Background: an optimization exercise with open tools, aiming at small area. Do not read the settings as production practice.
Only simulation tests tie the RTL to the original design; equivalence was not proved.

rev 12:
==> flow/design.v <==
module comp(A,B,lt);
        input [15:0] A,B;
        output lt;
        assign lt = A < B;
endmodule
module calc_xor(data1,data2,out);
        input [15:0] data1,data2;
        output [15:0] out;
        assign out = data1 ^ data2;
endmodule
module right_shift(A,shift,R);
        input [15:0] A;
        input [3:0] shift;
        output [15:0] R;
        wire [15:0] lo = A >> shift;
        wire [15:0] fill = ~(16'hffff >> shift);
        wire [15:0] mask = (shift == 4'd8) ? 16'h0300 : shift[3] ? 16'h7fff : 16'hffff;
        assign R = lo | (fill & mask & {16{A[15]}});
endmodule
module lcd_driver(l1,l2,shown,clk,rst,ph,LCD_RS,LCD_W,LCD_E,databits);
    input [15:0] l1, l2;
    input shown, clk, rst;
    output [1:0] ph;
    output reg LCD_E, LCD_RS;
    output LCD_W;
    output reg [3:0] databits;
    assign LCD_W = 1'b0;
    reg [4:0] counter;
    reg [1:0] sub;
    reg [6:0] m;
    assign ph = counter[1:0];
    wire ischar = m[5];
    wire [31:0] lbits = {l2, l1};
    wire bitv = lbits[{m[6], ~m[4:1]}];
    wire [3:0] ci = m[3:0];
    wire [3:0] cmd;
    assign cmd[3] = m[6] ? (ci == 4'd0) : ((ci == 4'd5) | (ci == 4'd9) | (ci == 4'd12));
    assign cmd[2] = m[6] ? (ci == 4'd0) : ((ci == 4'd7) | (ci == 4'd9));
    assign cmd[1] = ~m[6] & ((ci <= 4'd4) | (ci == 4'd7));
    assign cmd[0] = ~m[6] & ((ci <= 4'd2) | (ci == 4'd11));
    wire [6:0] m_next = (m == 7'd13) ? 7'd32 : (m == 7'd65) ? 7'd96 : m + 1'b1;
    always @(posedge clk) begin
      if (rst) begin
        counter <= 0; sub <= 0; m <= 0;
        LCD_E <= 0; LCD_RS <= 0; databits <= 0;
      end else begin
        counter <= counter + 1'b1;
        if (counter == 5'd31) begin
            if (sub == 2'd0) LCD_E <= 1'b0;
            if (sub == 2'd2) LCD_E <= 1'b1;
            if (sub == 2'd1) begin
                LCD_RS <= ischar;
                databits <= ~ischar ? cmd : m[0] ? {3'b000, bitv & shown} : {2'b00, shown, shown};
            end
            if (sub == 2'd2) begin
                sub <= 2'd0;
                m <= m_next;
            end else sub <= sub + 1'b1;
        end
      end
    end
endmodule
module calc_interface(bits,clk,rst,rot,reset,ph,l1,l2,shown);
        input [3:0]bits;
        input clk,rst,rot,reset;
        input [1:0] ph;
        output reg [15:0] l1, l2;
        output reg shown;
        reg prev;
        reg [1:0] phs;
        reg [2:0] op;
        reg [3:0] count;
        reg [15:0] w_data;
        reg [4:0] r_addr1, r_addr2, w_addr;
        reg [3:0] shift;
        wire click = ~prev & rot;
        wire idle = (phs == 2'd0), opnd = (phs == 2'd1), exec = (phs == 2'd2), disp = (phs == 2'd3);
        reg [15:0] word [0:31];
        reg clr;                  
        reg wact, wsel;           
        reg [1:0] wcnt;
        wire trig_a = (click & exec & (op == 3'd0)) |
                      ((click | reset) & disp & ((op == 3'd3) | (op == 3'd4)));
        wire trig_b = click & disp & (op >= 3'd5);
        wire wr = trig_a | wact;
        wire [15:0] wsrc = (wsel & ~trig_a) ? l2 : w_data;
        wire [3:0] wnib = (rst | clr) ? 4'd0 : wsrc[{ph, 2'b00} +: 4];
        integer k;
        always @(posedge clk) begin
            for (k = 0; k < 32; k = k + 1)
                word[k] <= {((rst | clr | (wr & (w_addr == k))) ? wnib : word[k][3:0]), word[k][15:4]};
        end
        always @(posedge clk) begin
            if (rst) begin clr <= 1'b1; wact <= 1'b0; wsel <= 1'b0; wcnt <= 2'd0; end
            else begin
                if (ph == 2'd3) clr <= 1'b0;
                if (trig_a) begin wact <= 1'b1; wsel <= 1'b0; wcnt <= 2'd2; end
                else if (trig_b) begin wact <= 1'b1; wsel <= 1'b1; wcnt <= 2'd3; end
                else if (wact) begin
                    if (wcnt == 2'd0) wact <= 1'b0;
                    wcnt <= wcnt - 1'b1;
                end
            end
        end
        wire selb = (exec | disp) & ((op == 3'd2) | (op == 3'd4) | (op == 3'd5) | (op == 3'd6));
        wire [3:0] cur = word[selb ? r_addr2 : r_addr1][3:0];
        reg [15:0] a_hold;
        reg [11:0] b_cap;
        always @(posedge clk) begin
            if (~selb) a_hold[{ph, 2'b00} +: 4] <= cur;
            b_cap <= {cur, b_cap[11:4]};
        end
        reg [15:0] ra;
        always @* begin
            ra = a_hold;
            if (~selb) ra[{ph, 2'b00} +: 4] = cur;
        end
        wire [15:0] b_raw = {cur, b_cap};
        wire [31:0] b_dbl = {b_raw, b_raw} << {ph, 2'b00};
        wire [15:0] rb = b_dbl[27:12];
        wire [15:0] cmp_res, xor_res, s_res;
        comp C0(ra, rb, cmp_res[0]);
        assign cmp_res[15:1] = 15'd0;
        calc_xor X0(ra, rb, xor_res);
        right_shift S0(ra, shift, s_res);
        reg [15:0] n1, n2;
        always @* begin
            n1 = {11'd0, w_addr};
            n2 = w_data;
            case (op)
              3'd1, 3'd3: begin n1 = {11'd0, r_addr1}; n2 = ra; end
              3'd2, 3'd4: begin n1 = ra; n2 = rb; end
              3'd5: n2 = cmp_res;
              3'd6: n2 = xor_res;
              3'd7: n2 = s_res;
              default: ;
            endcase
        end
        wire show = click & disp;
        always @(posedge clk) begin
            if (show) begin l1 <= n1; l2 <= n2; end
            if (rst) shown <= 1'b0; else if (show) shown <= 1'b1;
        end
        wire c0 = (count == 4'd0), c1 = (count == 4'd1), c2 = (count == 4'd2), c3 = (count == 4'd3),
             c4 = (count == 4'd4), c5 = (count == 4'd5), c6 = (count == 4'd6), c7 = (count == 4'd7),
             c8 = (count == 4'd8), c9 = (count == 4'd9);
        wire o0 = (op == 3'd0), o1 = (op == 3'd1), o2 = (op == 3'd2), o3 = (op == 3'd3),
             o4 = (op == 3'd4), o56 = (op == 3'd5) | (op == 3'd6), o7 = (op == 3'd7);
        wire f_r1lo = ~o0 & c0;
        wire f_r1hi = ~o0 & c1;
        wire f_r2lo = (o2 | o4 | o56) & c2;
        wire f_r2hi = (o2 | o4 | o56) & c3;
        wire f_wlo = (o0 & c0) | ((o3 | o7) & c2) | ((o4 | o56) & c4);
        wire f_whi = (o0 & c1) | ((o3 | o7) & c3) | ((o4 | o56) & c5);
        wire f_sh = o7 & c4;
        wire [3:0] f_d = o0 ? {c5, c4, c3, c2} : o3 ? {c7, c6, c5, c4} : o4 ? {c9, c8, c7, c6} : 4'd0;
        wire fin = (o0 & c5) | (o1 & c1) | (o2 & c3) | (o3 & c7) | (o4 & c9) | (o56 & c5) | (o7 & c4);
        wire valid = (o0 & (count <= 4'd5)) | (o1 & (count <= 4'd1)) | (o2 & (count <= 4'd3)) |
                     (o3 & (count <= 4'd7)) | (o4 & (count <= 4'd9)) | (o56 & (count <= 4'd5)) |
                     (o7 & (count <= 4'd4));
        wire oc = click & opnd;           
        wire [3:0] bz = bits & {4{~rst}};
        wire ld_r1lo = rst | (oc & f_r1lo), ld_r1hi = rst | (oc & f_r1hi);
        wire ld_r2lo = rst | (oc & f_r2lo), ld_r2hi = rst | (oc & f_r2hi);
        wire ld_wlo = rst | (oc & f_wlo), ld_whi = rst | (oc & f_whi);
        wire [3:0] ld_d = {4{rst}} | ({4{oc}} & f_d);
        always @(posedge clk) begin
            if (ld_r1lo) r_addr1[3:0] <= bz;
            if (ld_r1hi) r_addr1[4] <= bz[0];
            if (ld_r2lo) r_addr2[3:0] <= bz;
            if (ld_r2hi) r_addr2[4] <= bz[0];
            if (ld_wlo) w_addr[3:0] <= bz;
            if (ld_whi) w_addr[4] <= bz[0];
            if (ld_d[0]) w_data[3:0] <= bz;
            if (ld_d[1]) w_data[7:4] <= bz;
            if (ld_d[2]) w_data[11:8] <= bz;
            if (ld_d[3]) w_data[15:12] <= bz;
            if (oc & f_sh) shift <= bits;   
        end
        always @(posedge clk) begin
            if (rst) begin
                prev <= 1'b1; phs <= 2'd0; count <= 4'd0;
            end else begin
                prev <= rot;
                if (reset) begin count <= 4'd0; phs <= 2'd0; end
                if (click) begin
                    if (idle) begin phs <= 2'd1; op <= bits[2:0]; end
                    else if (opnd) begin
                        if (valid) begin
                            count <= fin ? 4'd0 : count + 4'd1;
                            if (fin) phs <= 2'd2;
                        end
                    end
                    else if (exec) phs <= 2'd3;
                    else phs <= 2'd0;
                end
            end
        end
endmodule
module detector(clk,rst,rot_a,rot_b,rot);
        input clk,rst,rot_a,rot_b;
        output reg rot;
        always@(posedge clk) begin
                if(rst) rot <= 1'b0;
                else if(rot_a & rot_b) rot <= 1'b1;
                else if(~rot_a & ~rot_b) rot <= 1'b0;
        end
endmodule
module top(bits,clk,rst,rot_a,rot_b,reset,lcd_rs,lcd_w,lcd_e,databits);
        input [3:0]bits;
        input clk,rot_a,rot_b,reset;
        input rst;  
        output lcd_rs,lcd_w,lcd_e;
        output [3:0]databits;
        wire rot;
        wire [15:0] l1, l2;
        wire shown;
        detector D0(clk,rst,rot_a,rot_b,rot);
        wire [1:0] ph;
        calc_interface I0(bits,clk,rst,rot,reset,ph,l1,l2,shown);
        lcd_driver L0(l1,l2,shown,clk,rst,ph,lcd_rs,lcd_w,lcd_e,databits);
endmodule
Settings: LEC_CHECK=0, ABC_AREA=1, CAP_MARGIN=20, CORE_MARGIN=2, CORE_UTILIZATION=55, CTS_BUF_LIST=sky130_fd_sc_hd__clkbuf_16, CTS_CLUSTER_DIAMETER=100, CTS_CLUSTER_SIZE=24, SLEW_MARGIN=20; clock period 6.5 ns.
run.sh (not shown) runs the stock make flow with config.mk's settings and CLKGATE_MAP_FILE= SYNTH_SCRIPT=/design/flow/synth_recipe.tcl, a recipe that flattens the netlist after the stock synthesis.
### rev 12 -> rev 13
--- a/flow/design.v
+++ b/flow/design.v
@@ -1,21 +1,32 @@
 module comp(A,B,lt);
         input [15:0] A,B;
         output lt;
-        assign lt = A < B;
+        wire [16:0] c;
+        assign c[0] = 1'b0;
+        genvar i;
+        generate for (i = 0; i < 16; i = i + 1) begin : g
+            assign c[i+1] = (~A[i] & B[i]) | (~A[i] & c[i]) | (B[i] & c[i]);
+        end endgenerate
+        assign lt = c[16];
 endmodule
 module calc_xor(data1,data2,out);
         input [15:0] data1,data2;
         output [15:0] out;
         assign out = data1 ^ data2;
 endmodule
-module right_shift(A,shift,R);
-        input [15:0] A;
+module right_shift(X,shift,a15,R);
+        input [15:0] X;
         input [3:0] shift;
+        input a15;
         output [15:0] R;
-        wire [15:0] lo = A >> shift;
-        wire [15:0] fill = ~(16'hffff >> shift);
-        wire [15:0] mask = (shift == 4'd8) ? 16'h0300 : shift[3] ? 16'h7fff : 16'hffff;
-        assign R = lo | (fill & mask & {16{A[15]}});
+        wire [3:0] top = {shift[3] | shift[2], shift[3], shift[3] & shift[2], 1'b0};   
+        wire [15:0] xs = {top[3] ? {4{a15}} : X[15:12], top[2] ? {4{a15}} : X[11:8],
+                          top[1] ? {4{a15}} : X[7:4], X[3:0]};
+        wire s = xs[15];
+        wire [15:0] asr = shift[1] ? (shift[0] ? {{3{s}}, xs[15:3]} : {{2{s}}, xs[15:2]})
+                                   : (shift[0] ? {s, xs[15:1]} : xs);
+        wire [15:0] z = (shift == 4'd8) ? 16'hfc00 : shift[3] ? 16'h8000 : 16'h0000;
+        assign R = asr & ~z;
 endmodule
 module lcd_driver(l1,l2,shown,clk,rst,ph,LCD_RS,LCD_W,LCD_E,databits);
     input [15:0] l1, l2;
@@ -104,25 +115,27 @@
         end
         wire selb = (exec | disp) & ((op == 3'd2) | (op == 3'd4) | (op == 3'd5) | (op == 3'd6));
         wire [3:0] cur = word[selb ? r_addr2 : r_addr1][3:0];
-        reg [15:0] a_hold;
-        reg [11:0] b_cap;
-        always @(posedge clk) begin
-            if (~selb) a_hold[{ph, 2'b00} +: 4] <= cur;
-            b_cap <= {cur, b_cap[11:4]};
-        end
-        reg [15:0] ra;
+        wire [1:0] noff = ((op == 3'd7) & ~idle) ? shift[3:2] : 2'd0;
+        wire [1:0] q = ph - noff;
+        reg [15:0] a_hold, b_hold;
+        always @(posedge clk) begin
+            if (~selb) a_hold[{q, 2'b00} +: 4] <= cur;
+            if (selb) b_hold[{ph, 2'b00} +: 4] <= cur;
+        end
+        reg [15:0] ra, rb;
         always @* begin
             ra = a_hold;
-            if (~selb) ra[{ph, 2'b00} +: 4] = cur;
-        end
-        wire [15:0] b_raw = {cur, b_cap};
-        wire [31:0] b_dbl = {b_raw, b_raw} << {ph, 2'b00};
-        wire [15:0] rb = b_dbl[27:12];
+            if (~selb) ra[{q, 2'b00} +: 4] = cur;
+            rb = b_hold;
+            if (selb) rb[{ph, 2'b00} +: 4] = cur;
+        end
+        wire [1:0] s3 = 2'd3 - noff;      
+        wire a15 = ra[{s3, 2'b11}];
         wire [15:0] cmp_res, xor_res, s_res;
         comp C0(ra, rb, cmp_res[0]);
         assign cmp_res[15:1] = 15'd0;
         calc_xor X0(ra, rb, xor_res);
-        right_shift S0(ra, shift, s_res);
+        right_shift S0(ra, shift, a15, s_res);
         reg [15:0] n1, n2;
         always @* begin
             n1 = {11'd0, w_addr};
Results
- Rev 13: no failed stages, no open violations at the end
- On wire length, the higher figure sits with rev 13, not rev 12.
- Looking at most heavily used metal layer in global routing, the met1 result is from rev 13; the met2 one comes from rev 12.
- Changes observed in rev 13 relative to rev 12: filler cell count shrank by 0.90%, post-layout instance area dropped 570 µm², vertical die dimension down 1.5%, met3 layer usage reported by global route moved up, post-route minimum period increased 0.81 ns.

## separate check: timing with driven ports
The results above use ideal ports. As a check the final layouts listed here were re-extracted and re-timed, cells and wires unchanged.
Step 1, drivers: a clkbuf_16 drives clk and a buf_2 each remaining input, both assumed.
Step 2, shift: input delay + t, output delay - t, t = (earliest + latest rising clock arrival at the registers) / 2. This alone moves slack from input paths to output paths.
a / b / c = ideal ports / drivers / drivers and shift; a / b = the first two.
run | t (ns) | setup WS [ns] | worst setup path at the end | clock arrival spread, ns | cell pins on the clock port's net
rev 12 | 0.655 | 1.612 / 1.612 / 1.612 | register to register | 0.036 / 0.037 | 1
rev 13 | 0.648 | 0.805 / 0.805 / 0.805 | register to register | 0.039 / 0.040 | 1
After both steps setup and hold are still met in every run listed.
